This is an optimization exercise on Yosys and OpenROAD, whose aim is small area and a short achievable clock period, not a production implementation. No functional check of the RTL was part of any run shown here. Power is estimated from default activity; no workload was simulated.

<file path="design/flow/config.mk">
export PLATFORM = sky130hd
export DESIGN_NAME = mult_top
export DESIGN_NICKNAME = mult_top
export VERILOG_FILES = /design/flow/design.v
export SDC_FILE = /design/flow/constraint.sdc
export NUM_CORES = 4
export LEC_CHECK = 0
export CAP_MARGIN = 20
export CORE_MARGIN = 2
export CORE_UTILIZATION = 40
export SETUP_SLACK_MARGIN = 4.2
export SLEW_MARGIN = 20
export SYNTH_HIERARCHICAL = 1
</file>
<file path="design/flow/design.v">
`timescale 1ns / 1ps
module c_xor2 (input a, input b, output y); assign y = a ^ b; endmodule
module c_nor2 (input a, input b, output y); assign y = ~(a | b); endmodule
module c_nand2 (input a, input b, output y); assign y = ~(a & b); endmodule
module c_inv (input a, output y); assign y = ~a; endmodule
module c_xnor2 (input a, input b, output y); assign y = ~(a ^ b); endmodule
module c_a21oi (input a1, input a2, input b1, output y); assign y = ~((a1 & a2) | b1); endmodule
module c_o21ai (input a1, input a2, input b1, output y); assign y = ~((a1 | a2) & b1); endmodule
module c_a22oi (input a1, input a2, input b1, input b2, output y);
    assign y = ~((a1 & a2) | (b1 & b2));
endmodule
module c_a221oi (input a1, input a2, input b1, input b2, input c1, output y);
    assign y = ~((a1 & a2) | (b1 & b2) | c1);
endmodule
module c_a222oi (input a1, input a2, input b1, input b2, input c1, input c2, output y);
    assign y = ~((a1 & a2) | (b1 & b2) | (c1 & c2));
endmodule
module c_a211oi (input a1, input a2, input b1, input c1, output y);
    assign y = ~((a1 & a2) | b1 | c1);
endmodule
module c_or2 (input a, input b, output y); assign y = a | b; endmodule
module c_nor3 (input a, input b, input c, output y); assign y = ~(a | b | c); endmodule
module c_mux4 (input a0, input a1, input a2, input a3, input s0, input s1, output y);
    assign y = s1 ? (s0 ? a3 : a2) : (s0 ? a1 : a0);
endmodule
module c_ao4 (input a0, input a1, input a2, input a3,
              input s0, input s1, input s2, input s3, output y);
    assign y = (a0 & s0) | (a1 & s1) | (a2 & s2) | (a3 & s3);
endmodule
module c_ao3 (input a0, input a1, input a2, input s0, input s1, input s2, output y);
    assign y = (a0 & s0) | (a1 & s1) | (a2 & s2);
endmodule
module c_ao2 (input a0, input a1, input s0, input s1, output y);
    assign y = (a0 & s0) | (a1 & s1);
endmodule
module ALM10_SOA_win(
    input  [15:0] x,
    output [1:0]  g,
    output [10:1] w,
    output        xz
    );
    wire sg = x[15];
    wire [14:0] a;
    genvar i;
    generate for (i = 0; i < 15; i = i + 1) begin : abs
        c_xor2 u(.a(x[i]), .b(sg), .y(a[i]));
    end endgenerate
    wire n2, n1, z0;
    wire [5:0] o;
    c_nor2 uo0(.a(a[11]), .b(a[10]), .y(o[0]));
    c_nor2 uo1(.a(a[9]),  .b(a[8]),  .y(o[1]));
    c_nor2 uo2(.a(a[7]),  .b(a[6]),  .y(o[2]));
    c_nor2 uo3(.a(a[5]),  .b(a[4]),  .y(o[3]));
    c_nor2 uo4(.a(a[13]), .b(a[12]), .y(o[4]));
    c_nor2 uo5(.a(a[3]),  .b(a[2]),  .y(o[5]));
    c_nand2 un2(.a(o[0]), .b(o[1]), .y(n2));
    c_nand2 un1(.a(o[2]), .b(o[3]), .y(n1));
    wire a14n;
    c_inv un3a(.a(a[14]), .y(a14n));
    c_nor3 uz0(.a(a[1]), .b(a[0]), .c(~o[5]), .y(z0));
    wire s3, s2, s1, s0;
    c_nand2 us3(.a(o[4]), .b(a14n), .y(s3));
    c_a21oi us2(.a1(o[0]), .a2(o[1]), .b1(s3), .y(s2));
    c_a211oi us1(.a1(o[2]), .a2(o[3]), .b1(s3), .c1(n2), .y(s1));
    c_nor3 us0(.a(s3), .b(n2), .c(n1), .y(s0));
    c_or2 ug1(.a(s3), .b(n2), .y(g[1]));
    c_or2 ug0(.a(s3), .b(s1), .y(g[0]));
    assign xz = ~sg & s0 & z0;
    c_ao3 uw10(.a0(a[11]), .a1(a[7]), .a2(a[3]), .s0(s2), .s1(s1), .s2(s0), .y(w[10]));
    c_ao4 uw9 (.a0(a[14]), .a1(a[10]), .a2(a[6]), .a3(a[2]), .s0(s3), .s1(s2), .s2(s1), .s3(s0), .y(w[9]));
    c_ao4 uw8 (.a0(a[13]), .a1(a[9]),  .a2(a[5]), .a3(a[1]), .s0(s3), .s1(s2), .s2(s1), .s3(s0), .y(w[8]));
    c_ao4 uw7 (.a0(a[12]), .a1(a[8]),  .a2(a[4]), .a3(a[0]), .s0(s3), .s1(s2), .s2(s1), .s3(s0), .y(w[7]));
    c_ao3 uw6 (.a0(a[11]), .a1(a[7]), .a2(a[3]), .s0(s3), .s1(s2), .s2(s1), .y(w[6]));
    c_ao3 uw5 (.a0(a[10]), .a1(a[6]), .a2(a[2]), .s0(s3), .s1(s2), .s2(s1), .y(w[5]));
    c_ao3 uw4 (.a0(a[9]),  .a1(a[5]), .a2(a[1]), .s0(s3), .s1(s2), .s2(s1), .y(w[4]));
    c_ao3 uw3 (.a0(a[8]),  .a1(a[4]), .a2(a[0]), .s0(s3), .s1(s2), .s2(s1), .y(w[3]));
    c_ao2 uw2 (.a0(a[7]), .a1(a[3]), .s0(s3), .s1(s2), .y(w[2]));
    c_ao2 uw1 (.a0(a[6]), .a1(a[2]), .s0(s3), .s1(s2), .y(w[1]));
endmodule
module ALM10_SOA_norm(
    input  [1:0]  g,
    input  [10:1] w,
    output [3:0]  k,
    output [5:0]  f
    );
    wire [1:0] p;
    assign p[1] = w[10] | w[9];
    assign p[0] = w[10] | (~w[9] & w[8]);
    assign k = {g, p};
    wire [3:0] ph;                       
    ALM10_SOA_oh4 uo(.w(w[10:8]), .ph(ph));
    genvar i;
    generate for (i = 0; i < 6; i = i + 1) begin : fr
        c_ao4 u(.a0(w[1+i]), .a1(w[2+i]), .a2(w[3+i]), .a3(w[4+i]),
                .s0(ph[0]), .s1(ph[1]), .s2(ph[2]), .s3(ph[3]), .y(f[i]));
    end endgenerate
endmodule
module ALM10_SOA_oh4(input [10:8] w, output [3:0] ph);
    assign ph[3] = w[10];
    assign ph[2] = ~w[10] & w[9];
    assign ph[1] = ~w[10] & ~w[9] & w[8];
    assign ph[0] = ~w[10] & ~w[9] & ~w[8];
endmodule
module ALM10_SOA_add(
    input  [8:0] lx,
    input  [8:0] ly,
    input        fx0,
    input        fy0,
    output [9:0] s
    );
    wire g0_0;
    c_nand2 u1(.a(fx0), .b(fy0), .y(g0_0));
    wire g0_1;
    c_nand2 u2(.a(lx[0]), .b(ly[0]), .y(g0_1));
    wire t0_1;
    c_nor2 u3(.a(lx[0]), .b(ly[0]), .y(t0_1));
    wire p_1;
    c_xor2 u4(.a(lx[0]), .b(ly[0]), .y(p_1));
    wire g0_2;
    c_nand2 u5(.a(lx[1]), .b(ly[1]), .y(g0_2));
    wire t0_2;
    c_nor2 u6(.a(lx[1]), .b(ly[1]), .y(t0_2));
    wire p_2;
    c_xor2 u7(.a(lx[1]), .b(ly[1]), .y(p_2));
    wire g0_3;
    c_nand2 u8(.a(lx[2]), .b(ly[2]), .y(g0_3));
    wire t0_3;
    c_nor2 u9(.a(lx[2]), .b(ly[2]), .y(t0_3));
    wire p_3;
    c_xor2 u10(.a(lx[2]), .b(ly[2]), .y(p_3));
    wire g0_4;
    c_nand2 u11(.a(lx[3]), .b(ly[3]), .y(g0_4));
    wire t0_4;
    c_nor2 u12(.a(lx[3]), .b(ly[3]), .y(t0_4));
    wire p_4;
    c_xor2 u13(.a(lx[3]), .b(ly[3]), .y(p_4));
    wire g0_5;
    c_nand2 u14(.a(lx[4]), .b(ly[4]), .y(g0_5));
    wire t0_5;
    c_nor2 u15(.a(lx[4]), .b(ly[4]), .y(t0_5));
    wire p_5;
    c_xor2 u16(.a(lx[4]), .b(ly[4]), .y(p_5));
    wire g0_6;
    c_nand2 u17(.a(lx[5]), .b(ly[5]), .y(g0_6));
    wire t0_6;
    c_nor2 u18(.a(lx[5]), .b(ly[5]), .y(t0_6));
    wire p_6;
    c_xor2 u19(.a(lx[5]), .b(ly[5]), .y(p_6));
    wire g0_7;
    c_nand2 u20(.a(lx[6]), .b(ly[6]), .y(g0_7));
    wire t0_7;
    c_nor2 u21(.a(lx[6]), .b(ly[6]), .y(t0_7));
    wire p_7;
    c_xor2 u22(.a(lx[6]), .b(ly[6]), .y(p_7));
    wire g0_8;
    c_nand2 u23(.a(lx[7]), .b(ly[7]), .y(g0_8));
    wire t0_8;
    c_nor2 u24(.a(lx[7]), .b(ly[7]), .y(t0_8));
    wire p_8;
    c_xor2 u25(.a(lx[7]), .b(ly[7]), .y(p_8));
    wire g0_9;
    c_nand2 u26(.a(lx[8]), .b(ly[8]), .y(g0_9));
    wire t0_9;
    c_nor2 u27(.a(lx[8]), .b(ly[8]), .y(t0_9));
    wire p_9;
    c_xor2 u28(.a(lx[8]), .b(ly[8]), .y(p_9));
    wire g1_1;
    c_o21ai u29(.a1(t0_1), .a2(g0_0), .b1(g0_1), .y(g1_1));
    wire g1_3;
    c_o21ai u30(.a1(t0_3), .a2(g0_2), .b1(g0_3), .y(g1_3));
    wire t1_3;
    c_nor2 u31(.a(t0_3), .b(t0_2), .y(t1_3));
    wire g1_5;
    c_o21ai u32(.a1(t0_5), .a2(g0_4), .b1(g0_5), .y(g1_5));
    wire t1_5;
    c_nor2 u33(.a(t0_5), .b(t0_4), .y(t1_5));
    wire g1_7;
    c_o21ai u34(.a1(t0_7), .a2(g0_6), .b1(g0_7), .y(g1_7));
    wire t1_7;
    c_nor2 u35(.a(t0_7), .b(t0_6), .y(t1_7));
    wire g1_9;
    c_o21ai u36(.a1(t0_9), .a2(g0_8), .b1(g0_9), .y(g1_9));
    wire t1_9;
    c_nor2 u37(.a(t0_9), .b(t0_8), .y(t1_9));
    wire g1_1_i;
    c_inv u38(.a(g1_1), .y(g1_1_i));
    wire g2_2;
    c_o21ai u39(.a1(t0_2), .a2(g1_1_i), .b1(g0_2), .y(g2_2));
    wire g2_3;
    c_a21oi u40(.a1(t1_3), .a2(g1_1), .b1(g1_3), .y(g2_3));
    wire g1_5_i;
    c_inv u41(.a(g1_5), .y(g1_5_i));
    wire g2_6;
    c_o21ai u42(.a1(t0_6), .a2(g1_5_i), .b1(g0_6), .y(g2_6));
    wire t1_5_i;
    c_inv u43(.a(t1_5), .y(t1_5_i));
    wire t2_6;
    c_nor2 u44(.a(t0_6), .b(t1_5_i), .y(t2_6));
    wire g2_7;
    c_a21oi u45(.a1(t1_7), .a2(g1_5), .b1(g1_7), .y(g2_7));
    wire t2_7;
    c_nand2 u46(.a(t1_7), .b(t1_5), .y(t2_7));
    wire g3_4;
    c_o21ai u47(.a1(t0_4), .a2(g2_3), .b1(g0_4), .y(g3_4));
    wire g2_3_i;
    c_inv u48(.a(g2_3), .y(g2_3_i));
    wire g3_5;
    c_a21oi u49(.a1(t1_5), .a2(g2_3_i), .b1(g1_5), .y(g3_5));
    wire g3_6;
    c_a21oi u50(.a1(t2_6), .a2(g2_3_i), .b1(g2_6), .y(g3_6));
    wire g3_7;
    c_o21ai u51(.a1(t2_7), .a2(g2_3), .b1(g2_7), .y(g3_7));
    wire g3_7_i;
    c_inv u52(.a(g3_7), .y(g3_7_i));
    wire g4_8;
    c_o21ai u53(.a1(t0_8), .a2(g3_7_i), .b1(g0_8), .y(g4_8));
    wire g4_9;
    c_a21oi u54(.a1(t1_9), .a2(g3_7), .b1(g1_9), .y(g4_9));
    c_xnor2 u55(.a(p_1), .b(g0_0), .y(s[0]));
    c_xor2 u56(.a(p_2), .b(g1_1), .y(s[1]));
    c_xor2 u57(.a(p_3), .b(g2_2), .y(s[2]));
    c_xnor2 u58(.a(p_4), .b(g2_3), .y(s[3]));
    c_xor2 u59(.a(p_5), .b(g3_4), .y(s[4]));
    c_xnor2 u60(.a(p_6), .b(g3_5), .y(s[5]));
    c_xnor2 u61(.a(p_7), .b(g3_6), .y(s[6]));
    c_xor2 u62(.a(p_8), .b(g3_7), .y(s[7]));
    c_xor2 u63(.a(p_9), .b(g4_8), .y(s[8]));
    wire g4_9_i;
    c_inv u64(.a(g4_9), .y(g4_9_i));
    assign s[9] = g4_9_i;
endmodule
module ALM10_SOA_dec8(input [2:0] a, input en, output [7:0] h);
    wire [2:0] an;
    c_inv ui0(.a(a[0]), .y(an[0]));
    c_inv ui1(.a(a[1]), .y(an[1]));
    c_inv ui2(.a(a[2]), .y(an[2]));
    wire [3:0] pn;
    wire [1:0] qn;
    c_nand2 up0(.a(an[1]), .b(an[0]), .y(pn[0]));
    c_nand2 up1(.a(an[1]), .b(a[0]),  .y(pn[1]));
    c_nand2 up2(.a(a[1]),  .b(an[0]), .y(pn[2]));
    c_nand2 up3(.a(a[1]),  .b(a[0]),  .y(pn[3]));
    c_nand2 uq0(.a(en), .b(an[2]), .y(qn[0]));
    c_nand2 uq1(.a(en), .b(a[2]),  .y(qn[1]));
    genvar i;
    generate for (i = 0; i < 8; i = i + 1) begin : o
        c_nor2 u(.a(pn[i % 4]), .b(qn[i / 4]), .y(h[i]));
    end endgenerate
endmodule
module ALM10_SOA_fine(
    input [1:0] b,
    input [4:0] t,
    output g00, g10, g20, g30,
    output g01, g11, g21, g31,
    output g32, g14, g24, g34
    );
    assign g00 = b == 2'd0 ? 1'b1 : b == 2'd1 ? t[4] : b == 2'd2 ? t[3] : t[2];
    assign g10 = b == 2'd0 ? 1'b0 : b == 2'd1 ? 1'b1 : b == 2'd2 ? t[4] : t[3];
    assign g20 = b == 2'd3 ? t[4] : (b == 2'd2);
    assign g30 = b == 2'd3;
    assign g01 = b == 2'd0 ? t[1] : b == 2'd1 ? t[0] : 1'b1;
    assign g11 = b == 2'd0 ? t[2] : b == 2'd1 ? t[1] : b == 2'd2 ? t[0] : 1'b1;
    assign g21 = b == 2'd0 ? t[3] : b == 2'd1 ? t[2] : b == 2'd2 ? t[1] : t[0];
    assign g31 = b == 2'd0 ? t[4] : b == 2'd1 ? t[3] : b == 2'd2 ? t[2] : t[1];
    assign g32 = b == 2'd0 ? t[0] : 1'b1;
    assign g14 = b == 2'd0;
    assign g24 = ~b[1];
    assign g34 = ~(b[1] & b[0]);
endmodule
module ALM10_SOA_expand(
    input  [9:0]  s,
    input         sgn,
    input         nz,
    output [7:0]  h,
    output [11:0] g,
    output        sn
    );
    ALM10_SOA_dec8 ud(.a(s[9:7]), .en(nz), .h(h));
    ALM10_SOA_fine uf(.b(s[6:5]), .t(s[4:0]),
        .g00(g[0]), .g10(g[1]), .g20(g[2]), .g30(g[3]),
        .g01(g[4]), .g11(g[5]), .g21(g[6]), .g31(g[7]),
        .g32(g[8]), .g14(g[9]), .g24(g[10]), .g34(g[11]));
    assign sn = sgn & nz;
endmodule
module ALM10_SOA_out(
    input  [7:0]  h,
    input  [11:0] g,
    input         sn,
    output [31:0] p
    );
    wire g00 = g[0], g10 = g[1], g20 = g[2], g30 = g[3];
    wire g01 = g[4], g11 = g[5], g21 = g[6], g31 = g[7];
    wire g32 = g[8], g14 = g[9], g24 = g[10], g34 = g[11];
    wire hpn0;
    c_nor2 u1(.a(h[2]), .b(h[3]), .y(hpn0));
    wire hp0;
    c_inv u2(.a(hpn0), .y(hp0));
    wire on0;
    c_a221oi u3(.a1(h[0]), .a2(g00), .b1(h[1]), .b2(g01), .c1(hp0), .y(on0));
    c_xnor2 u4(.a(on0), .b(sn), .y(p[0]));
    wire oa1;
    c_a222oi u5(.a1(h[0]), .a2(g10), .b1(h[1]), .b2(g11), .c1(h[4]), .c2(g14), .y(oa1));
    wire o1;
    c_nand2 u6(.a(oa1), .b(hpn0), .y(o1));
    c_xor2 u7(.a(o1), .b(sn), .y(p[1]));
    wire oa2;
    c_a222oi u8(.a1(h[0]), .a2(g20), .b1(h[1]), .b2(g21), .c1(h[4]), .c2(g24), .y(oa2));
    wire o2;
    c_nand2 u9(.a(oa2), .b(hpn0), .y(o2));
    c_xor2 u10(.a(o2), .b(sn), .y(p[2]));
    wire oa3;
    c_a222oi u11(.a1(h[0]), .a2(g30), .b1(h[1]), .b2(g31), .c1(h[2]), .c2(g32), .y(oa3));
    wire ob3;
    c_a21oi u12(.a1(h[4]), .a2(g34), .b1(h[3]), .y(ob3));
    wire o3;
    c_nand2 u13(.a(oa3), .b(ob3), .y(o3));
    c_xor2 u14(.a(o3), .b(sn), .y(p[3]));
    wire hpn1;
    c_nor2 u15(.a(h[3]), .b(h[4]), .y(hpn1));
    wire hp1;
    c_inv u16(.a(hpn1), .y(hp1));
    wire on4;
    c_a221oi u17(.a1(h[1]), .a2(g00), .b1(h[2]), .b2(g01), .c1(hp1), .y(on4));
    c_xnor2 u18(.a(on4), .b(sn), .y(p[4]));
    wire oa5;
    c_a222oi u19(.a1(h[1]), .a2(g10), .b1(h[2]), .b2(g11), .c1(h[5]), .c2(g14), .y(oa5));
    wire o5;
    c_nand2 u20(.a(oa5), .b(hpn1), .y(o5));
    c_xor2 u21(.a(o5), .b(sn), .y(p[5]));
    wire oa6;
    c_a222oi u22(.a1(h[1]), .a2(g20), .b1(h[2]), .b2(g21), .c1(h[5]), .c2(g24), .y(oa6));
    wire o6;
    c_nand2 u23(.a(oa6), .b(hpn1), .y(o6));
    c_xor2 u24(.a(o6), .b(sn), .y(p[6]));
    wire oa7;
    c_a222oi u25(.a1(h[1]), .a2(g30), .b1(h[2]), .b2(g31), .c1(h[3]), .c2(g32), .y(oa7));
    wire ob7;
    c_a21oi u26(.a1(h[5]), .a2(g34), .b1(h[4]), .y(ob7));
    wire o7;
    c_nand2 u27(.a(oa7), .b(ob7), .y(o7));
    c_xor2 u28(.a(o7), .b(sn), .y(p[7]));
    wire hpn2;
    c_nor2 u29(.a(h[4]), .b(h[5]), .y(hpn2));
    wire hp2;
    c_inv u30(.a(hpn2), .y(hp2));
    wire on8;
    c_a221oi u31(.a1(h[2]), .a2(g00), .b1(h[3]), .b2(g01), .c1(hp2), .y(on8));
    c_xnor2 u32(.a(on8), .b(sn), .y(p[8]));
    wire oa9;
    c_a222oi u33(.a1(h[2]), .a2(g10), .b1(h[3]), .b2(g11), .c1(h[6]), .c2(g14), .y(oa9));
    wire o9;
    c_nand2 u34(.a(oa9), .b(hpn2), .y(o9));
    c_xor2 u35(.a(o9), .b(sn), .y(p[9]));
    wire oa10;
    c_a222oi u36(.a1(h[2]), .a2(g20), .b1(h[3]), .b2(g21), .c1(h[6]), .c2(g24), .y(oa10));
    wire o10;
    c_nand2 u37(.a(oa10), .b(hpn2), .y(o10));
    c_xor2 u38(.a(o10), .b(sn), .y(p[10]));
    wire oa11;
    c_a222oi u39(.a1(h[2]), .a2(g30), .b1(h[3]), .b2(g31), .c1(h[4]), .c2(g32), .y(oa11));
    wire ob11;
    c_a21oi u40(.a1(h[6]), .a2(g34), .b1(h[5]), .y(ob11));
    wire o11;
    c_nand2 u41(.a(oa11), .b(ob11), .y(o11));
    c_xor2 u42(.a(o11), .b(sn), .y(p[11]));
    wire hpn3;
    c_nor2 u43(.a(h[5]), .b(h[6]), .y(hpn3));
    wire hp3;
    c_inv u44(.a(hpn3), .y(hp3));
    wire on12;
    c_a221oi u45(.a1(h[3]), .a2(g00), .b1(h[4]), .b2(g01), .c1(hp3), .y(on12));
    c_xnor2 u46(.a(on12), .b(sn), .y(p[12]));
    wire oa13;
    c_a222oi u47(.a1(h[3]), .a2(g10), .b1(h[4]), .b2(g11), .c1(h[7]), .c2(g14), .y(oa13));
    wire o13;
    c_nand2 u48(.a(oa13), .b(hpn3), .y(o13));
    c_xor2 u49(.a(o13), .b(sn), .y(p[13]));
    wire oa14;
    c_a222oi u50(.a1(h[3]), .a2(g20), .b1(h[4]), .b2(g21), .c1(h[7]), .c2(g24), .y(oa14));
    wire o14;
    c_nand2 u51(.a(oa14), .b(hpn3), .y(o14));
    c_xor2 u52(.a(o14), .b(sn), .y(p[14]));
    wire oa15;
    c_a222oi u53(.a1(h[3]), .a2(g30), .b1(h[4]), .b2(g31), .c1(h[5]), .c2(g32), .y(oa15));
    wire ob15;
    c_a21oi u54(.a1(h[7]), .a2(g34), .b1(h[6]), .y(ob15));
    wire o15;
    c_nand2 u55(.a(oa15), .b(ob15), .y(o15));
    c_xor2 u56(.a(o15), .b(sn), .y(p[15]));
    wire hpn4;
    c_nor2 u57(.a(h[6]), .b(h[7]), .y(hpn4));
    wire hp4;
    c_inv u58(.a(hpn4), .y(hp4));
    wire on16;
    c_a221oi u59(.a1(h[4]), .a2(g00), .b1(h[5]), .b2(g01), .c1(hp4), .y(on16));
    c_xnor2 u60(.a(on16), .b(sn), .y(p[16]));
    wire on17;
    c_a221oi u61(.a1(h[4]), .a2(g10), .b1(h[5]), .b2(g11), .c1(hp4), .y(on17));
    c_xnor2 u62(.a(on17), .b(sn), .y(p[17]));
    wire on18;
    c_a221oi u63(.a1(h[4]), .a2(g20), .b1(h[5]), .b2(g21), .c1(hp4), .y(on18));
    c_xnor2 u64(.a(on18), .b(sn), .y(p[18]));
    wire oa19;
    c_a222oi u65(.a1(h[4]), .a2(g30), .b1(h[5]), .b2(g31), .c1(h[6]), .c2(g32), .y(oa19));
    wire hn7;
    c_inv u66(.a(h[7]), .y(hn7));
    wire o19;
    c_nand2 u67(.a(oa19), .b(hn7), .y(o19));
    c_xor2 u68(.a(o19), .b(sn), .y(p[19]));
    wire on20;
    c_a221oi u69(.a1(h[5]), .a2(g00), .b1(h[6]), .b2(g01), .c1(h[7]), .y(on20));
    c_xnor2 u70(.a(on20), .b(sn), .y(p[20]));
    wire on21;
    c_a221oi u71(.a1(h[5]), .a2(g10), .b1(h[6]), .b2(g11), .c1(h[7]), .y(on21));
    c_xnor2 u72(.a(on21), .b(sn), .y(p[21]));
    wire on22;
    c_a221oi u73(.a1(h[5]), .a2(g20), .b1(h[6]), .b2(g21), .c1(h[7]), .y(on22));
    c_xnor2 u74(.a(on22), .b(sn), .y(p[22]));
    wire oa23;
    c_a222oi u75(.a1(h[5]), .a2(g30), .b1(h[6]), .b2(g31), .c1(h[7]), .c2(g32), .y(oa23));
    c_xnor2 u76(.a(oa23), .b(sn), .y(p[23]));
    wire on24;
    c_a22oi u77(.a1(h[6]), .a2(g00), .b1(h[7]), .b2(g01), .y(on24));
    c_xnor2 u78(.a(on24), .b(sn), .y(p[24]));
    wire on25;
    c_a22oi u79(.a1(h[6]), .a2(g10), .b1(h[7]), .b2(g11), .y(on25));
    c_xnor2 u80(.a(on25), .b(sn), .y(p[25]));
    wire on26;
    c_a22oi u81(.a1(h[6]), .a2(g20), .b1(h[7]), .b2(g21), .y(on26));
    c_xnor2 u82(.a(on26), .b(sn), .y(p[26]));
    wire on27;
    c_a22oi u83(.a1(h[6]), .a2(g30), .b1(h[7]), .b2(g31), .y(on27));
    c_xnor2 u84(.a(on27), .b(sn), .y(p[27]));
    wire on28;
    c_nand2 u85(.a(h[7]), .b(g00), .y(on28));
    c_xnor2 u86(.a(on28), .b(sn), .y(p[28]));
    wire on29;
    c_nand2 u87(.a(h[7]), .b(g10), .y(on29));
    c_xnor2 u88(.a(on29), .b(sn), .y(p[29]));
    wire on30;
    c_nand2 u89(.a(h[7]), .b(g20), .y(on30));
    c_xnor2 u90(.a(on30), .b(sn), .y(p[30]));
    wire on31;
    c_nand2 u91(.a(h[7]), .b(g30), .y(on31));
    c_xnor2 u92(.a(on31), .b(sn), .y(p[31]));
endmodule
module ALM10_SOA_mid(
    input  [1:0]  gx,
    input  [10:1] wx,
    input  [1:0]  gy,
    input  [10:1] wy,
    input         sgn,
    input         nz,
    output [7:0]  h,
    output [11:0] g,
    output        sn
    );
    wire [3:0] kx, ky;
    wire [5:0] fx, fy;
    ALM10_SOA_norm nx(.g(gx), .w(wx), .k(kx), .f(fx));
    ALM10_SOA_norm ny(.g(gy), .w(wy), .k(ky), .f(fy));
    wire [9:0] s;
    ALM10_SOA_add ad(.lx({kx, fx[5:1]}), .ly({ky, fy[5:1]}), .fx0(fx[0]), .fy0(fy[0]), .s(s));
    ALM10_SOA_expand ex(.s(s), .sgn(sgn), .nz(nz), .h(h), .g(g), .sn(sn));
endmodule
module ALM10_SOA(
    input [15:0] x,
    input [15:0] y,
    output [31:0] p
    );
    wire [1:0] gx, gy;
    wire [10:1] wx, wy;
    wire xz, yz;
    ALM10_SOA_win ux(.x(x), .g(gx), .w(wx), .xz(xz));
    ALM10_SOA_win uy(.x(y), .g(gy), .w(wy), .xz(yz));
    wire [7:0] h;
    wire [11:0] g;
    wire sn;
    ALM10_SOA_mid um(.gx(gx), .wx(wx), .gy(gy), .wy(wy), .sgn(x[15] ^ y[15]), .nz(~(xz | yz)),
                     .h(h), .g(g), .sn(sn));
    ALM10_SOA_out uo(.h(h), .g(g), .sn(sn), .p(p));
endmodule
`timescale 1ns / 10ps
module mult_top(
    input clk,
    input  [15:0] x,
    input  [15:0] y,
    output [31:0] p_out
    );
    wire [1:0] gx, gy;
    wire [10:1] wx, wy;
    wire xz, yz;
    reg  [1:0] gx1, gy1;
    reg  [10:1] wx1, wy1;
    reg  sgn1, nz1;
    ALM10_SOA_win ux(.x(x), .g(gx), .w(wx), .xz(xz));
    ALM10_SOA_win uy(.x(y), .g(gy), .w(wy), .xz(yz));
    wire [7:0] h;
    wire [11:0] g;
    wire sn;
    reg  [7:0] h2;
    reg  [11:0] g2;
    reg  sn2;
    ALM10_SOA_mid um(.gx(gx1), .wx(wx1), .gy(gy1), .wy(wy1), .sgn(sgn1), .nz(nz1),
                     .h(h), .g(g), .sn(sn));
    always @(posedge clk) begin
        gx1 <= gx;  wx1 <= wx;  gy1 <= gy;  wy1 <= wy;
        sgn1 <= x[15] ^ y[15];  nz1 <= ~(xz | yz);
        h2 <= h;    g2 <= g;    sn2 <= sn;
    end
    ALM10_SOA_out uo(.h(h2), .g(g2), .sn(sn2), .p(p_out));
endmodule
</file>
<file path="design/flow/standard.sh">
#!/bin/bash
# synth_recipe.tcl (not shown) runs the flow's synth.tcl, then flattens the netlist and writes it again
# the make line also repeats each setting of config.mk as NAME=value (left out here)
make -C /OpenROAD-flow-scripts/flow DESIGN_CONFIG=/design/flow/config.mk WORK_HOME=/design/flow/orfs CLKGATE_MAP_FILE= SYNTH_SCRIPT=/design/flow/synth_recipe.tcl "${@:-finish}"
</file>
<file path="design/flow/constraint.sdc">
create_clock -name core_clock -period 7.0 [get_ports {clk}]
set_input_delay 1.4000 -clock core_clock [delete_from_list [all_inputs] [get_ports {clk}]]
set_output_delay 1.4000 -clock core_clock [all_outputs]
set_load 0.01 [all_outputs]
</file>
<file path="design/flow/flow/run.sh">
#!/bin/bash
# The standard layout, with plain buffers (not delay cells) on the ports.
set -euo pipefail
bash standard.sh BUFFER_PORTS_ARGS="-buffer_cell sky130_fd_sc_hd__buf_1" ABC_LOAD_IN_FF=1 finish > flow_make.log 2>&1
</file>
==> results.toml, run 1 <==
[cts]
tritoncts = "built"
clockRootBuffer = "clkbuf_8"
cts_hold_buffers = 0
clk_path_buf_depth = 2
clkTransAtPathRegs_ns = 0.07
cts_sinks = 47
htree_levels = 2
numCtsBuffers = 5
insertion_delay_ns = 0.28

[synthesis]
syn_avg_cell_area_um2 = 7.97
synth-compound-area-share_pct = 25.3
syn_area_um2 = 3260
synth-simple-area-share_pct = 15.9
synth_top_family_by_area = "compound AO/OA/AOI/OAI gates"
synth-xor-area-share_pct = 21.8
synthAdderAreaFrac_pct = 0
synthMuxAreaShare_pct = 1.84
syn_nets = 442
ys_types = 24
synth-seq-cells = 47
ys_warn_count = 7
syn_inst = 409
ys_seq_area_share_pct = 28.9

[placement]
gp_congestion = 0.911
numPortBuffers = 64
place_ws_ns = 3.10
hpwl_um = 5440

[setup_path]
crit_path_end_kind = "primary output"
path_class = "flop to primary output"
cp.required_ns = 5.60
startpoint_type = "flop"
path_cells = "buf_6 > a222oi_1 > nand2_1 > xor2_1 > buf_2"
crit_slowest_cell = "dfxtp_4"
arrival_ns = 1.52
critPathMaxStageDelay_ns = 0.37
reg2reg_setup_slack_ns = 4.46
cpLargestDelayFamily = "flip-flops"
r2r-end = "g2[8]$_DFF_P_"
worst-path-max-fanout = 6
crit_buf_inv = 2
rr_startpoint = "wy1[9]$_DFF_P_"
reg2reg_depth = 12

[global_route]
grt_remaining_overflow = 0
grt_pass1_vias = 2868
grt_pass1_wl_um = 12500
track_usage_pct = 17.0
antenna_found_initial = 0
grt_max_degree = 33

[run]
cap_violations = 0

[detailed_routing]
wl_um = 7960
via_per_inst = 5.44
post_drt_wl_per_cell_um = 13.2
first_iter_violations = 228
dr.pass1.iters = 6
routed.top_layer = "met4"
route.met3.wl_um = 446
remaining_drc_errors = 0
vias = 3283
wl_met1_um = 3310
postRouteAntennaNets = 0
dr_wl_met2_um = 4020

[final_layout]
num-fill-cells = 733
diodes = 0
areaGrowthSynthToFinish_pct = 30.1
finalNetCount = 533
drive_gt1_share_pct = 24.0

[floorplan]
dieHeight_um = 94.3
ios = 65
core.rowCount = 32
die_width_um = 94.3
dieArea_um2 = 8890
core_um2 = 7810
start_util_pct = 41.7

[worst_hold_path]
min_path_cells = 1
holdPathEnd = "sn2$_DFF_P_"
min_path_type = "flop to flop"
min_from = "sgn1$_DFF_P_"

[outcome]
status = "timing/DRC/antenna clean"

[sta]
hold_violations = 0
worst_slack_ns = 4.08
final-setup-viol-count = 0
fmax_ghz = 0.342
maxSlewViolCount = 0
fin_skew_ns = 0.00190
setup_tns_ns = 0
fin_crit_sh_pct = 41.7
rsz0062_at_grt = "true"
worstMarginPinSlew_ns = 0.436
fin_crit_ns = 2.92
slew_headroom_pct = 70.9

[power_and_ir_drop]
finalPower_w = 0.00153
ir_drop_mv = 0.100
p_per_area_nw_per_um2 = 362
leakage_nw = 1.92
==> how the worst max path moves through the flow <==
| stage | to | startpoint | cells after the start | slack, ns |
|---|---|---|---|---|
| floorplan | wx1[7]$_DFF_P_ | x[15] | 6 | 4.23 |
| global placement | wy1[9]$_DFF_P_ | y[15] | 7 | 3.18 |
| detailed placement | wy1[9]$_DFF_P_ | y[15] | 7 | 3.10 |
| CTS | p_out[4] | h2[4]$_DFF_P_ | 5 | 4.12 |
| global route | p_out[4] | h2[3]$_DFF_P_ | 6 | 3.99 |
| finish | p_out[3] | h2[2]$_DFF_P_ | 5 | 4.08 |
==> per-layer routing <==
metal	vias up	global-route usage, %
met4	0	7.13
met1	1490	20.2
met3	18	2.49
met2	136	30.5
li1	1639	-
met5	-	0
==> Yosys stat by module, one instance, submodules excluded, a selection <==
module | copies in the design | cells inside | cell area (µm²)
ALM10_SOA_expand | 1 | 1 | 6.26
ALM10_SOA_add | 1 | 1 | 7.51
c_a222oi | 14 | 1 | 10.0
c_xnor2 | 23 | 1 | 8.76
c_nand2 | 40 | 1 | 3.75
c_xor2 | 57 | 1 | 8.76
ALM10_SOA_oh4 | 2 | 4 | 26.3
ALM10_SOA_fine | 1 | 23 | 155
mult_top | 1 | 49 | 953
c_o21ai | 10 | 1 | 5.00
c_ao4 | 18 | 3 | 18.8
c_a22oi | 4 | 1 | 7.51
==> sequential cells by signal, summed over array words and instances (netlist names) <==
signal / flops
sgn1: 1
h2: 8
sn2: 1
gy1: 2
g2: 12
nz1: 1
wx1: 10
wy1: 10
gx1: 2
==> final cells by class <==
type	instances	area, µm²	share of cell area (%)
clock buffer	8	100	2.36
multi-input combinational	319	2370	56.0
inverter	35	131	3.10
tap	102	128	3.01
timing repair buffer	92	517	12.2
sequential	47	990	23.3
==> synth_stat cells <==
cell	number	share of area, %
nor3b_1	4	0.92
a222oi_1	24	7.4
a221oi_1	10	2.7
buf_4	7	1.6
a21o_1	2	0.46
dfxtp_1	47	29
nor2_1	41	4.7
and3b_1	2	0.54
a21oi_1	16	2.5
a211oi_1	2	0.46
a22o_1	4	1.1
xnor2_1	23	6.2
or2_0	6	1.2
buf_6	2	0.69
nor2b_1	2	0.38
inv_1	35	4.0
nand2_1	60	6.9
nor3_1	6	0.92
and2_0	1	0.19
mux2i_1	6	1.8
o21ai_1	10	1.5
or3_1	1	0.19
xor2_1	58	16
a22oi_1	40	9.2
==> where the power goes <==
group          total (W)  internal, W  switching, W
combinational   0.000903     0.000423      0.000480
sequential      0.000466     0.000344      0.000122
clock           0.000166    0.0000899     0.0000757
total            0.00153     0.000857      0.000677
==> through the flow <==
stage | util, % | instances | hold slack (ns) | instance area [µm²]
finish | 54.3 | 603 | 0.435 | 4240
global route | 54.3 | 603 | 0.465 | 4240
CTS | 50.7 | 584 | 0.438 | 3960
detailed placement | 45.5 | 566 | 0.420 | 3550
global placement | 45.5 | 566 | 0.418 | 3550
floorplan | - | 409 | 0.413 | 3260
==> kinds of logic after synthesis <==
| group | after synthesis |
|---|---|
| compound gates | 108 |
| flops | 47 |
| mux | 6 |
| buf+inv | 44 |
| simple gates | 123 |
| xor+xnor | 81 |
==> cells in the final DEF (no fill, tap or decap), drive strengths merged <==
| cell | netlist | final |
|---|---|---|
| a22o | 4 | 4 |
| dfxtp | 47 | 47 |
| mux2i | 6 | 6 |
| nor2 | 41 | 41 |
| clkbuf | 0 | 15 |
| and2 | 1 | 1 |
| a22oi | 40 | 40 |
| a21oi | 16 | 16 |
| xor2 | 58 | 58 |
| or3 | 1 | 1 |
| a211oi | 2 | 3 |
| inv | 35 | 35 |
| a221oi | 10 | 10 |
| buf | 9 | 85 |
| nor3b | 4 | 4 |
| o21ai | 10 | 10 |
| a21o | 2 | 2 |
| nor3 | 6 | 6 |
| and3b | 2 | 2 |
| a222oi | 24 | 24 |
| or2 | 6 | 6 |
| nor2b | 2 | 2 |
| xnor2 | 23 | 23 |
| nand2 | 60 | 60 |
==> what timing repair did <==
action                     4_1_cts  5_1_grt
pin swaps                       10       21
setup buffers                    9       19
resized for setup               77       43
setup endpoints to repair       77       62
gates cloned                     1        0
==> run 2: changes to the inputs <==
--- a/design/flow/config.mk
+++ b/design/flow/config.mk
@@ -10,3 +10,3 @@
 export CORE_UTILIZATION = 40
-export SETUP_SLACK_MARGIN = 4.2
+export SETUP_SLACK_MARGIN = 4.0
 export SLEW_MARGIN = 20
==> run 2 against run 1 <==
  * Largest power group unchanged
  * Critical path type unchanged
  * Critical path depth shrank 1
  * Clock-buffer cell count shrank 3
  * Clock skew grew 0.0057 ns
  * Still clean on timing, DRC and antenna
  * Critical endpoint is now p_out[5]
  * Combinational power shrank 14%
==> results.toml, run 2 <==
[setup_path]
startpoint_type = "flop"
cpLargestDelayFamily = "flip-flops"
crit_buf_inv = 1
arrival_ns = 1.51
reg2reg_setup_slack_ns = 4.24
path_cells = "a222oi_1 > nand2_1 > xor2_1 > buf_1"
critPathMaxStageDelay_ns = 0.42
cp.required_ns = 5.60
crit_path_end_kind = "primary output"
worst-path-max-fanout = 8
path_class = "flop to primary output"
crit_slowest_cell = "dfxtp_1"

[global_route]
grt_max_degree = 33
grt_pass1_vias = 2757
grt_pass1_wl_um = 11900
track_usage_pct = 16.3
antenna_found_initial = 0
grt_remaining_overflow = 0

[outcome]
status = "timing/DRC/antenna clean"

[floorplan]
ios = 65
core.rowCount = 32
dieHeight_um = 94.3
dieArea_um2 = 8890
start_util_pct = 41.7
die_width_um = 94.3
core_um2 = 7810

[sta]
slew_headroom_pct = 68.2
fin_crit_sh_pct = 41.6
final-setup-viol-count = 0
worstMarginPinSlew_ns = 0.478
maxSlewViolCount = 0
fmax_ghz = 0.343
worst_slack_ns = 4.09
setup_tns_ns = 0
hold_violations = 0
rsz0062_at_grt = "true"
fin_skew_ns = 0.00755
fin_crit_ns = 2.91
hold_slack_ns = 0.464

[cts]
htree_levels = 2
insertion_delay_ns = 0.30
tritoncts = "built"
clkTransAtPathRegs_ns = 0.09
clk_path_buf_depth = 2
numCtsBuffers = 5
cts_sinks = 47
clockRootBuffer = "clkbuf_8"
cts_hold_buffers = 0

[synthesis]
syn_inst = 409
synth_commonest_cells = "60 x nand2_1, 58 x xor2_1, 47 x dfxtp_1"
syn_area_um2 = 3260
syn_avg_cell_area_um2 = 7.97
synthArstFlopShare_pct = 0
synth_area_leaders = "dfxtp_1 29%, xor2_1 16%, a22oi_1 9.2%"
ys_warn_count = 7
synth-main-ff-cell = "dfxtp_1"
synth_top_area_share_pct = 28.9
ys_types = 24
synth_most_common_cell = "nand2_1"
synth_area_leader_cell = "dfxtp_1"
syn_nets = 442
synth-seq-cells = 47
ys_seq_area_share_pct = 28.9
synth_edf_count = 0

[detailed_routing]
first_iter_violations = 232
post_drt_wl_per_cell_um = 12.6
wl_um = 7280
via_per_inst = 5.39
dr.pass1.iters = 7
postRouteAntennaNets = 0
vias = 3107
remaining_drc_errors = 0

[power_and_ir_drop]
ir_drop_mv = 0.111
leakage_nw = 1.64
finalPower_w = 0.00139
p_per_area_nw_per_um2 = 362

[final_layout]
final_cell_mix = "60 x buf_1, 58 x xor2_1, 58 x nand2_1"
diodes = 0
finalNetCount = 506
top_regs = "g2: 12 flops, wx1: 10 flops, wy1: 10 flops"
largest_register_ffs = 12
areaGrowthSynthToFinish_pct = 17.9
fin_cells = 576
drive_gt1_share_pct = 9.70
top_register = "g2"
mostFrequentLayoutCell = "buf_1"

[worst_hold_path]
min_path_type = "flop to flop"

[placement]
hpwl_um = 5430
place_ws_ns = 3.08
numPortBuffers = 64
post-place-cells = 567
gp_congestion = 0.848

[run]
cap_violations = 0
-- run 2: cell counts after synthesis --
No cell type changed its count.
-- run 2: per-layer routing --
metal  up-vias  global-route usage, %  share of wire, %
met4         0                   7.00               1.7
met1      1385                   19.0                43
li1       1582                      -                 -
met5         -                      0                 0
met2       131                   29.2                49
met3         9                   2.97               6.4
-- run 2: final timing paths --
| path | startpoint | to | depth (start not counted) |
|---|---|---|---|
| worst max register to register | wy1[9]$_DFF_P_ | g2[6]$_DFF_P_ | 11 |
| worst min register to register | sgn1$_DFF_P_ | sn2$_DFF_P_ | 1 |
| worst max-delay path | h2[1]$_DFF_P_ | p_out[5] | 4 |
| worst min-delay path | sgn1$_DFF_P_ | sn2$_DFF_P_ | 1 |
-- run 2: layout make-up --
class                   count  area, µm²
fillers                   807       3960
clock buffers               5       68.8
well taps                 102        128
clock inverters             3       20.0
repair buffers             65        259
inverters                  35        131
flip-flops and latches     47        960
multi-input cells         319       2280
-- run 2: cell families (layout without fill, tap and decap cells) --
group	after synthesis	in the layout	synth area share [%]
compound gates	108	109	25.3
xor+xnor	81	81	21.8
buf+inv	44	108	6.33
flops	47	47	28.9
mux	6	6	1.84
simple gates	123	123	15.9
-- run 2: what timing repair did --
| action | CTS | global route |
|---|---|---|
| gates resized for setup | 25 | 26 |
| endpoints found under the setup margin | 41 | 56 |
| pin swaps | 0 | 5 |
| gates cloned | 0 | 1 |
| setup buffers | 0 | 0 |
-- run 2: Yosys stat by module (local to each module, per instance), excerpt --
module,copies in the design,flip-flops and latches
c_a22oi,4,0
c_a21oi,11,0
c_xor2,57,0
c_inv,17,0
c_or2,4,0
ALM10_SOA_add,1,0
c_ao3,10,0
c_a222oi,14,0
c_nor3,4,0
c_nor2,39,0
ALM10_SOA_norm,2,0
ALM10_SOA_win,2,0
-- run 2: where the power goes --
group | internal (W) | total [W] | switching, W
Combinational | 0.000335 | 0.000781 | 0.000446
Sequential | 0.000339 | 0.000455 | 0.000116
Clock | 0.0000694 | 0.000154 | 0.0000851
Total | 0.000743 | 0.00139 | 0.000647
-- run 2: metrics by stage --
stage | instance area, µm² | util, %
2_1_floorplan | 3260 | -
3_3_place_gp | 3560 | 45.6
3_5_place_dp | 3560 | 45.6
4_1_cts | 3740 | 47.9
5_1_grt | 3840 | 49.2
6_report | 3840 | 49.2
==> run 3: changes to the inputs <==
--- a/design/flow/config.mk
+++ b/design/flow/config.mk
@@ -10,2 +10,4 @@
 export CORE_UTILIZATION = 40
+export CTS_CLUSTER_DIAMETER = 80
+export CTS_CLUSTER_SIZE = 24
 export SETUP_SLACK_MARGIN = 4.0
==> run 3 against run 2 <==
  * Still clean
  * Clock skew stayed put
  * First-iteration DRC count did not move
  * Flip-flop and latch count stayed put
==> results.toml, run 3 <==
[sta]
fin_skew_ns = 0.00755
hold_violations = 0
maxSlewViolCount = 0
fin_crit_ns = 2.91
rsz0062_at_grt = "true"
final-setup-viol-count = 0
worst_slack_ns = 4.09
setup_tns_ns = 0
fin_crit_sh_pct = 41.6
slew_headroom_pct = 68.2
fmax_ghz = 0.343
worstMarginPinSlew_ns = 0.478

[placement]
numPortBuffers = 64
place_ws_ns = 3.08
gp_congestion = 0.848
post-place-cells = 567
placed_area_um2 = 3560
hpwl_um = 5430

[cts]
clockRootBuffer = "clkbuf_8"
postCtsSetupBuffers = 0
tritoncts = "built"
cts_sinks = 47
insertion_delay_ns = 0.30
clkTransAtPathRegs_ns = 0.09
clk_path_buf_depth = 2
htree_levels = 2
numCtsBuffers = 5

[detailed_routing]
post_drt_wl_per_cell_um = 12.6
wl_um = 7280
first_iter_violations = 232
postRouteAntennaNets = 0
vias = 3107
remaining_drc_errors = 0
via_per_inst = 5.39
dr.pass1.iters = 7

[final_layout]
top_regs = "g2: 12 flops, wx1: 10 flops, wy1: 10 flops"
finalNetCount = 506
final_cell_area_um2 = 3840
final_core_util_pct = 49.2
diodes = 0
fin_cells = 576
final_cell_mix = "60 x buf_1, 58 x xor2_1, 58 x nand2_1"
drive_gt1_share_pct = 9.70
areaGrowthSynthToFinish_pct = 17.9
mostFrequentLayoutCell = "buf_1"
largest_register_ffs = 12
top_register = "g2"

[synthesis]
syn_nets = 442
ys_warn_count = 7
synth_most_common_cell = "nand2_1"
syn_inst = 409
syn_area_um2 = 3260
ys_seq_area_share_pct = 28.9
synth_commonest_cells = "60 x nand2_1, 58 x xor2_1, 47 x dfxtp_1"
synth-seq-cells = 47
synth_edf_count = 0
synth_top_area_share_pct = 28.9
ys_types = 24
synth_area_leaders = "dfxtp_1 29%, xor2_1 16%, a22oi_1 9.2%"
syn_avg_cell_area_um2 = 7.97
synthArstFlopShare_pct = 0
synth_area_leader_cell = "dfxtp_1"
synth-main-ff-cell = "dfxtp_1"

[global_route]
grt_pass1_wl_um = 11900
grt_max_degree = 33
grt_pass1_vias = 2757
antenna_found_initial = 0
grt_remaining_overflow = 0
track_usage_pct = 16.3

[floorplan]
dieHeight_um = 94.3
die_width_um = 94.3
core_um2 = 7810
ios = 65
dieArea_um2 = 8890
core.rowCount = 32
start_util_pct = 41.7

[worst_hold_path]
min_path_cells = 1
min_from = "sgn1$_DFF_P_"
holdPathEnd = "sn2$_DFF_P_"
min_path_type = "flop to flop"

[setup_path]
cp.required_ns = 5.60
rr_startpoint = "wy1[9]$_DFF_P_"
reg2reg_depth = 11
reg2reg_setup_slack_ns = 4.24
crit_path_end_kind = "primary output"
startpoint_type = "flop"
worst-path-max-fanout = 8
arrival_ns = 1.51
path_class = "flop to primary output"
r2r-end = "g2[6]$_DFF_P_"

[outcome]
status = "timing/DRC/antenna clean"

[power_and_ir_drop]
p_per_area_nw_per_um2 = 362
leakage_nw = 1.64
ir_drop_mv = 0.111

[run]
cap_violations = 0
## run 3: cell counts after synthesis
No cell type changed its count.
## run 3: layout make-up
type	instances	area [µm²]
clock inverter	3	20.0
multi-input combinational	319	2280
tap	102	128
clock buffer	5	68.8
timing repair buffer	65	259
fill	807	3960
inverter	35	131
sequential	47	960
## run 3: what timing repair did
| item | in CTS | in global routing |
|---|---|---|
| gates cloned | 0 | 1 |
| pin swaps | 0 | 5 |
| endpoints found under the setup margin | 41 | 56 |
| hold buffers | 0 | 0 |
| resized for setup | 25 | 26 |
## run 3: kinds of logic (layout without fill, tap and decap cells)
| logic type | count (synthesis) | count (layout) | synth area share, % |
|---|---|---|---|
| DFF | 47 | 47 | 28.9 |
| muxes | 6 | 6 | 1.84 |
| buffers and inverters | 44 | 108 | 6.33 |
| xor gates and xnor gates | 81 | 81 | 21.8 |
| and+or+nand+nor | 123 | 123 | 15.9 |
| AOI/OAI and AO/OA | 108 | 109 | 25.3 |
## run 3: per-layer routing
| metal | vias up | routed length [µm] | global-route usage, % |
|---|---|---|---|
| met1 | 1385 | 3130 | 19.0 |
| met5 | - | 0 | 0 |
| met3 | 9 | 469 | 2.97 |
| met4 | 0 | 125 | 7.00 |
| met2 | 131 | 3560 | 29.2 |
| li1 | 1582 | - | - |
## run 3: Yosys stat by module (local to each module, per instance), a selection
module / area [µm²] / flops+latches / cells / times used
ALM10_SOA_fine: 155 / 0 / 23 / 1
c_ao3: 13.8 / 0 / 2 / 10
c_nand2: 3.75 / 0 / 1 / 40
c_a222oi: 10.0 / 0 / 1 / 14
ALM10_SOA_add: 7.51 / 0 / 1 / 1
c_a21oi: 5.00 / 0 / 1 / 11
## run 3: per-stage QoR
step	hold WS (ns)	power (W)
final	0.464	0.00139
after global routing	0.494	0.00152
after CTS	0.470	0.00136
after detailed placement	0.444	0.00120
after global placement	0.442	0.00119
after floorplan	0.413	0.00102
## run 3: how the worst max path moves through the flow
stage,cells past startpoint,endpoint,start,slack (ns)
after floorplan,1,p_out[10],sn2$_DFF_P_,4.09
after global placement,7,wy1[8]$_DFF_P_,y[15],3.22
after detailed placement,7,wx1[8]$_DFF_P_,x[15],3.08
after CTS,7,nz1$_DFF_P_,x[15],4.00
after global routing,5,p_out[16],h2[7]$_DFF_P_,3.96
final,4,p_out[5],h2[1]$_DFF_P_,4.09
## run 3: critical path, cell delays in order, from the launching register on
cell and delay, ns:
dfxtp_1 0.42, a222oi_1 0.39, nand2_1 0.12, xor2_1 0.14, buf_1 0.16
## run 3: report_power, final
group | switching (W) | leakage [nW] | total (W) | internal (W)
Clock | 0.0000851 | 0.0402 | 0.000154 | 0.0000694
Sequential | 0.000116 | 0.396 | 0.000455 | 0.000339
Combinational | 0.000446 | 1.21 | 0.000781 | 0.000335
Total | 0.000647 | 1.64 | 0.00139 | 0.000743

## what the ideal ports hide
In the flow no input, the clock included, has a driving cell. The finished layouts below were timed again as built, in two steps. Step 1 (the two cells are an assumption about what drives the block):
set clk [get_ports {clk}]
set_driving_cell -lib_cell sky130_fd_sc_hd__clkbuf_16 $clk
set_driving_cell -lib_cell sky130_fd_sc_hd__buf_2 [delete_from_list [all_inputs] $clk]
Step 2, shift: input delay + t, output delay - t, t = (earliest + latest rising clock arrival at the registers) / 2. This alone moves slack from input paths to output paths. Slacks: no drivers / after step 1 / after step 2; pairs: no drivers / after step 1.
run	shift t [ns]	setup WS [ns]	hold WS [ns]	clock arrival spread, ns	cell pins on the clock port's net
run 1	0.311	4.080 / 4.052 / 4.000	0.435 / 0.435 / 0.435	0.002 / 0.002	1
run 2	0.322	4.085 / 4.056 / 3.788	0.464 / 0.464 / 0.464	0.008 / 0.007	1
run 3	0.322	4.085 / 4.056 / 3.788	0.464 / 0.464 / 0.464	0.008 / 0.007	1
After both steps every run listed still meets setup and hold.
